What follows belongs to an exercise in optimizing a design on an open flow for small area, a short achievable clock period and few clock cycles; a production flow would make more cautious choices. RTL that was checked went through simulation tests only; none was proved equivalent to the original. Power and IR drop assume default switching activity.

==> flow/design.v <==
module TopModule(input clk, rst,
  output [31:0] imem_addr,
  input  [31:0] imem_data,
  output [31:0] dmem_addr, dmem_wdata,
  output        dmem_we, dmem_re,
  input  [31:0] dmem_rdata);
  reg [29:0] pc;                  
  reg        d_v;                 
  reg [31:0] d_i;                 
  reg        e_wb, e_fl, e_ld, e_st;
  reg        e_arith, e_inv;
  reg [1:0]  e_cin, e_lop;
  reg [3:0]  e_cond, e_dest;
  reg [31:0] e_a, e_m;            
  reg fN, fZ, fC, fV;
  reg [31:0] R [0:15];
  reg [15:0] rv;
  function automatic cond_ok(input [3:0] c, input n, z, cc, v);
    case (c)
      4'b0000: cond_ok = z;
      4'b0001: cond_ok = ~z;
      4'b0010: cond_ok = cc;
      4'b0011: cond_ok = ~cc;
      4'b0100: cond_ok = n;
      4'b0101: cond_ok = ~n;
      4'b0110: cond_ok = v;
      4'b0111: cond_ok = ~v;
      4'b1000: cond_ok = cc & ~z;
      4'b1001: cond_ok = ~cc | z;
      4'b1010: cond_ok = n == v;
      4'b1011: cond_ok = n != v;
      4'b1100: cond_ok = (n == v) & ~z;
      4'b1101: cond_ok = (n != v) & z;
      4'b1110: cond_ok = 1'b1;
      default: cond_ok = 1'b0;
    endcase
  endfunction
  assign imem_addr = {pc, 2'b00};
  assign dmem_addr  = e_a;
  assign dmem_wdata = e_m;
  assign dmem_we    = e_st;
  assign dmem_re    = e_ld;
  wire ex_exec = cond_ok(e_cond, fN, fZ, fC, fV);
  wire [31:0] a   = e_a;
  wire [31:0] y   = e_inv ? ~e_m : e_m;
  wire        cin = e_cin[1] ? (fC ^ e_cin[0]) : e_cin[0];
  wire [32:0] s33 = {a[31], a} + {y[31], y} + {32'd0, cin};
  reg  [31:0] lg;
  always @(*) begin
    case (e_lop)
      2'b00:   lg = a & y;
      2'b01:   lg = a | y;
      2'b10:   lg = a ^ y;
      default: lg = y;
    endcase
  end
  wire [31:0] res = e_arith ? s33[31:0] : lg;
  wire [32:0] x33 = {a[31], a}, y33 = {y[31], y};
  wire [32:0] zp  = x33 ^ y33;
  wire [32:0] zk  = {x33[31:0] | y33[31:0], cin};
  wire nZ = e_arith ? (zp == zk) : ((lg == 32'd0) & ~e_inv);
  wire nN = res[31];
  wire nC = e_arith & s33[32];
  wire nV = e_arith & (s33[31] ^ s33[32]);
  wire ex_setfl = e_fl & ex_exec;
  wire ex_wr = e_wb & ex_exec;
  wire w_en  = ex_wr | e_ld;
  wire [31:0] w_d = e_ld ? dmem_rdata : res;
  wire [3:0] i_cond = d_i[31:28];
  wire [1:0] i_cls  = d_i[27:26];
  wire       i_I    = d_i[25];
  wire [3:0] i_op   = d_i[24:21];
  wire       i_S    = d_i[20];
  wire [3:0] i_rn   = d_i[19:16];
  wire [3:0] i_rd   = d_i[15:12];
  wire op_mov = i_op == 4'b1101, op_mvn = i_op == 4'b1111, op_add = i_op == 4'b0100,
       op_adc = i_op == 4'b0101, op_sub = i_op == 4'b0010, op_sbc = i_op == 4'b0110,
       op_and = i_op == 4'b0000, op_orr = i_op == 4'b1100, op_eor = i_op == 4'b0001,
       op_cmp = i_op == 4'b1010, op_tst = i_op == 4'b1000;
  wire i_dp   = i_cls == 2'b00;
  wire i_dpwb = i_dp & (op_mov | op_mvn | op_add | op_adc | op_sub | op_sbc | op_and | op_orr | op_eor);
  wire i_dpfl = i_dp & ((i_S & i_dpwb) | op_cmp | op_tst);
  wire i_mem  = (i_cls == 2'b01) & op_add;
  wire i_ld   = i_mem & i_S;
  wire i_st   = i_mem & ~i_S;
  wire i_br   = i_cls[1];
  wire i_imm  = i_dp & i_I;
  wire [3:0] i_ms  = d_i[26] ? i_rd : d_i[3:0];
  wire i_urn = (i_dp & (op_add | op_adc | op_sub | op_sbc | op_and | op_orr | op_eor | op_cmp | op_tst)) | i_mem;
  wire i_urm = i_dp & ~i_I & (i_dpwb | op_cmp | op_tst);
  reg  [31:0] rfa, rfm;
  integer k;
  always @(*) begin
    rfa = 32'd0; rfm = 32'd0;
    for (k = 0; k < 16; k = k + 1) begin
      rfa = rfa | ({32{(i_rn == k) & rv[k]}} & R[k]);
      rfm = rfm | ({32{(i_ms == k) & rv[k]}} & R[k]);
    end
    rfa[3:0] = rfa[3:0] | (i_rn & {4{~rv[i_rn]}});
    rfm[3:0] = rfm[3:0] | (i_ms & {4{~rv[i_ms]}});
  end
  wire byp_a = w_en & (e_dest == i_rn);
  wire byp_m = w_en & (e_dest == i_ms);
  wire [4:0]  s_amt = d_i[11:7];
  wire [1:0]  s_typ = (i_imm | ~i_dp) ? 2'b11 : d_i[6:5];
  wire [4:0]  s_r   = i_imm ? {d_i[11:8], 1'b0} : ~i_dp ? 5'd0 :
                      (s_typ == 2'b00) ? (5'd0 - s_amt) : s_amt;
  wire [31:0] s_in  = i_imm ? {24'd0, d_i[7:0]} : rfm;
  wire [31:0] s_r0 = s_r[0] ? {s_in[0],    s_in[31:1]}  : s_in;
  wire [31:0] s_r1 = s_r[1] ? {s_r0[1:0],  s_r0[31:2]}  : s_r0;
  wire [31:0] s_r2 = s_r[2] ? {s_r1[3:0],  s_r1[31:4]}  : s_r1;
  wire [31:0] s_r3 = s_r[3] ? {s_r2[7:0],  s_r2[31:8]}  : s_r2;
  wire [31:0] s_rot = s_r[4] ? {s_r3[15:0], s_r3[31:16]} : s_r3;
  reg  [31:0] s_mask;
  integer j;
  always @(*) begin
    for (j = 0; j < 32; j = j + 1)
      case (s_typ)
        2'b00:   s_mask[j] = j >= s_amt;
        2'b11:   s_mask[j] = 1'b1;
        default: s_mask[j] = j + s_amt <= 31;
      endcase
  end
  wire [31:0] sh = (s_rot & s_mask) | ({32{(s_typ == 2'b10) & s_in[31]}} & ~s_mask);
  wire [31:0] memoff = {{20{d_i[11] | ~d_i[10]}}, ~(d_i[11] ^ d_i[10]), ~d_i[10], d_i[9:0]};
  wire [31:0] i_addr = rfa + memoff;
  wire        sel_ra = byp_a & ~e_ld & ~i_mem;       
  wire [31:0] a_pre  = i_mem ? i_addr : (byp_a & e_ld) ? dmem_rdata : rfa;
  wire [31:0] i_a    = sel_ra ? res : a_pre;
  wire        sel_rm = byp_m & ~e_ld & ~i_imm;
  wire [31:0] m_pre  = (byp_m & e_ld & ~i_imm) ? dmem_rdata : sh;
  wire [31:0] i_m    = sel_rm ? res : m_pre;
  wire [29:0] i_tgt = pc + {{6{d_i[23]}}, d_i[23:0]};
  wire i_zonly  = (i_cond[3:1] == 3'b000) | (i_cond[3:1] == 3'b111);    
  wire z_now    = ex_setfl ? nZ : fZ;
  wire i_ok     = cond_ok(i_cond, fN, z_now, fC, fV);
  wire fl_wait  = (i_br | i_mem) & ex_setfl & ~i_zonly;
  wire stall = d_v & (
        (i_mem & byp_a)                                    
      | (i_urm & (s_amt != 5'd0) & byp_m)                  
      | fl_wait);
  wire id_redirect = d_v & i_br & i_ok & ~stall;
  wire go = d_v & ~stall;
  wire [29:0] pc_inc  = pc + 30'd1;
  wire [29:0] pc_next = ({30{id_redirect}} & i_tgt) | ({30{~id_redirect & ~stall}} & pc_inc) |
                        ({30{~id_redirect & stall}} & pc);
  always @(posedge clk or posedge rst) begin
    if (rst) begin
      pc <= 30'd0;
      d_v <= 1'b0;
      {e_wb, e_fl, e_ld, e_st} <= 4'd0;
      {fN, fZ, fC, fV} <= 4'd0;
      rv <= 16'd0;
    end else begin
      pc <= pc_next;
      if (id_redirect) d_v <= 1'b0;
      else if (!stall) d_v <= 1'b1;
      e_wb <= go & i_dpwb;
      e_fl <= go & i_dpfl;
      e_ld <= go & i_ld & i_ok;
      e_st <= go & i_st & i_ok;
      if (ex_setfl) {fN, fZ, fC, fV} <= {nN, nZ, nC, nV};
      if (w_en) rv[e_dest] <= 1'b1;
    end
  end
  always @(posedge clk) begin
    if (!stall) d_i <= imem_data;
    e_arith <= (i_dp & (op_add | op_adc | op_sub | op_sbc | op_cmp));
    e_inv   <= i_dp & (op_sub | op_sbc | op_cmp | op_mvn);
    e_cin   <= op_adc ? 2'b10 : op_sbc ? 2'b11 : (op_sub | op_cmp) ? 2'b01 : 2'b00;
    e_lop   <= (op_and | op_tst) ? 2'b00 : op_orr ? 2'b01 : op_eor ? 2'b10 : 2'b11;
    e_cond  <= i_cond;
    e_dest  <= i_rd;
    e_a     <= i_a;
    e_m     <= i_m;
    if (w_en) R[e_dest] <= w_d;
  end
endmodule
Settings: LEC_CHECK=0, ABC_AREA=1, CAP_MARGIN=30, CORE_MARGIN=2, CORE_UTILIZATION=40, CTS_CLUSTER_DIAMETER=120, CTS_CLUSTER_SIZE=22, SLEW_MARGIN=20; clock period 26.0 ns.
standard.sh (not shown) runs the stock make flow with config.mk's settings and CLKGATE_MAP_FILE= SYNTH_SCRIPT=/design/flow/synth_recipe.tcl, a recipe that flattens the netlist after the stock synthesis.
==> flow/flow/run.sh <==
#!/bin/bash
# The standard layout (standard.sh: the standard synthesis and ORFS steps),
# with two changes to how the layout is made; the SDC is left as it is:
#  - the setup repair steps are asked for more slack than the clock period
#    needs (SETUP_SLACK_MARGIN), so they size up the critical paths;
#  - the port buffers are buf_2 cells (repair sizes them as it needs).
# make's output goes to make_finish.log; ORFS keeps each step's log under orfs/logs.
set -euo pipefail
bash standard.sh SETUP_SLACK_MARGIN=19.6 "BUFFER_PORTS_ARGS=-buffer_cell sky130_fd_sc_hd__buf_2" finish > make_finish.log 2>&1
Testbench counts at the start, summed over its fixed seeds: cycles 31,878.
==> next run, changes <==
--- a/flow/design.v
+++ b/flow/design.v
@@ -86,5 +86,5 @@
   wire i_br   = i_cls[1];
   wire i_imm  = i_dp & i_I;
-  wire [3:0] i_ms  = d_i[26] ? i_rd : d_i[3:0];
+  wire [3:0] i_ms  = i_st ? i_rd : d_i[3:0];
   wire i_urn = (i_dp & (op_add | op_adc | op_sub | op_sbc | op_and | op_orr | op_eor | op_cmp | op_tst)) | i_mem;
   wire i_urm = i_dp & ~i_I & (i_dpwb | op_cmp | op_tst);
Outcome:
- total power falls by about 1.1%
- die area drops by about 1%
- synthesized area falls by 0.96%
- global-route usage goes down by 1.1 points
- first-iteration DRC count shrinks by about 7%
- sequential power stays flat
- non-clock buffer count rose by 21
- via count drops by about 0.56%
- sequential share of layout area went up by 0.22 points
For the second run of this note, only the layout was checked, not whether the RTL still works.

==> static timing again, ports no longer ideal <==
The results above use ideal ports. As a check the final layouts listed here were re-extracted and re-timed, cells and wires unchanged. Step 1, drivers: a clkbuf_16 drives clk and a buf_2 each remaining input, both assumed. Step 2 times the ports against the registers' clock, not the clock port: input delays grow and output delays shrink by t, the midpoint of the rising clock arrivals with the driver on. Three values: no drivers, after step 1, after step 2; two values: the first two.
run | t, ns | setup slack, ns | worst setup path after step 2 | worst data-port slew with drivers (ns) | cell pins on the clock port's net
the first run | 0.691 | 19.588 / 19.518 / 19.443 | input to register | 0.20 | 1
the second run | 0.699 | 19.573 / 19.503 / 19.407 | input to register | 0.09 | 1
After both steps setup and hold are still met in every run listed. The setup slack of the second run, which loses most, moves by -0.070 ns with the drivers and by -0.166 ns with both steps.
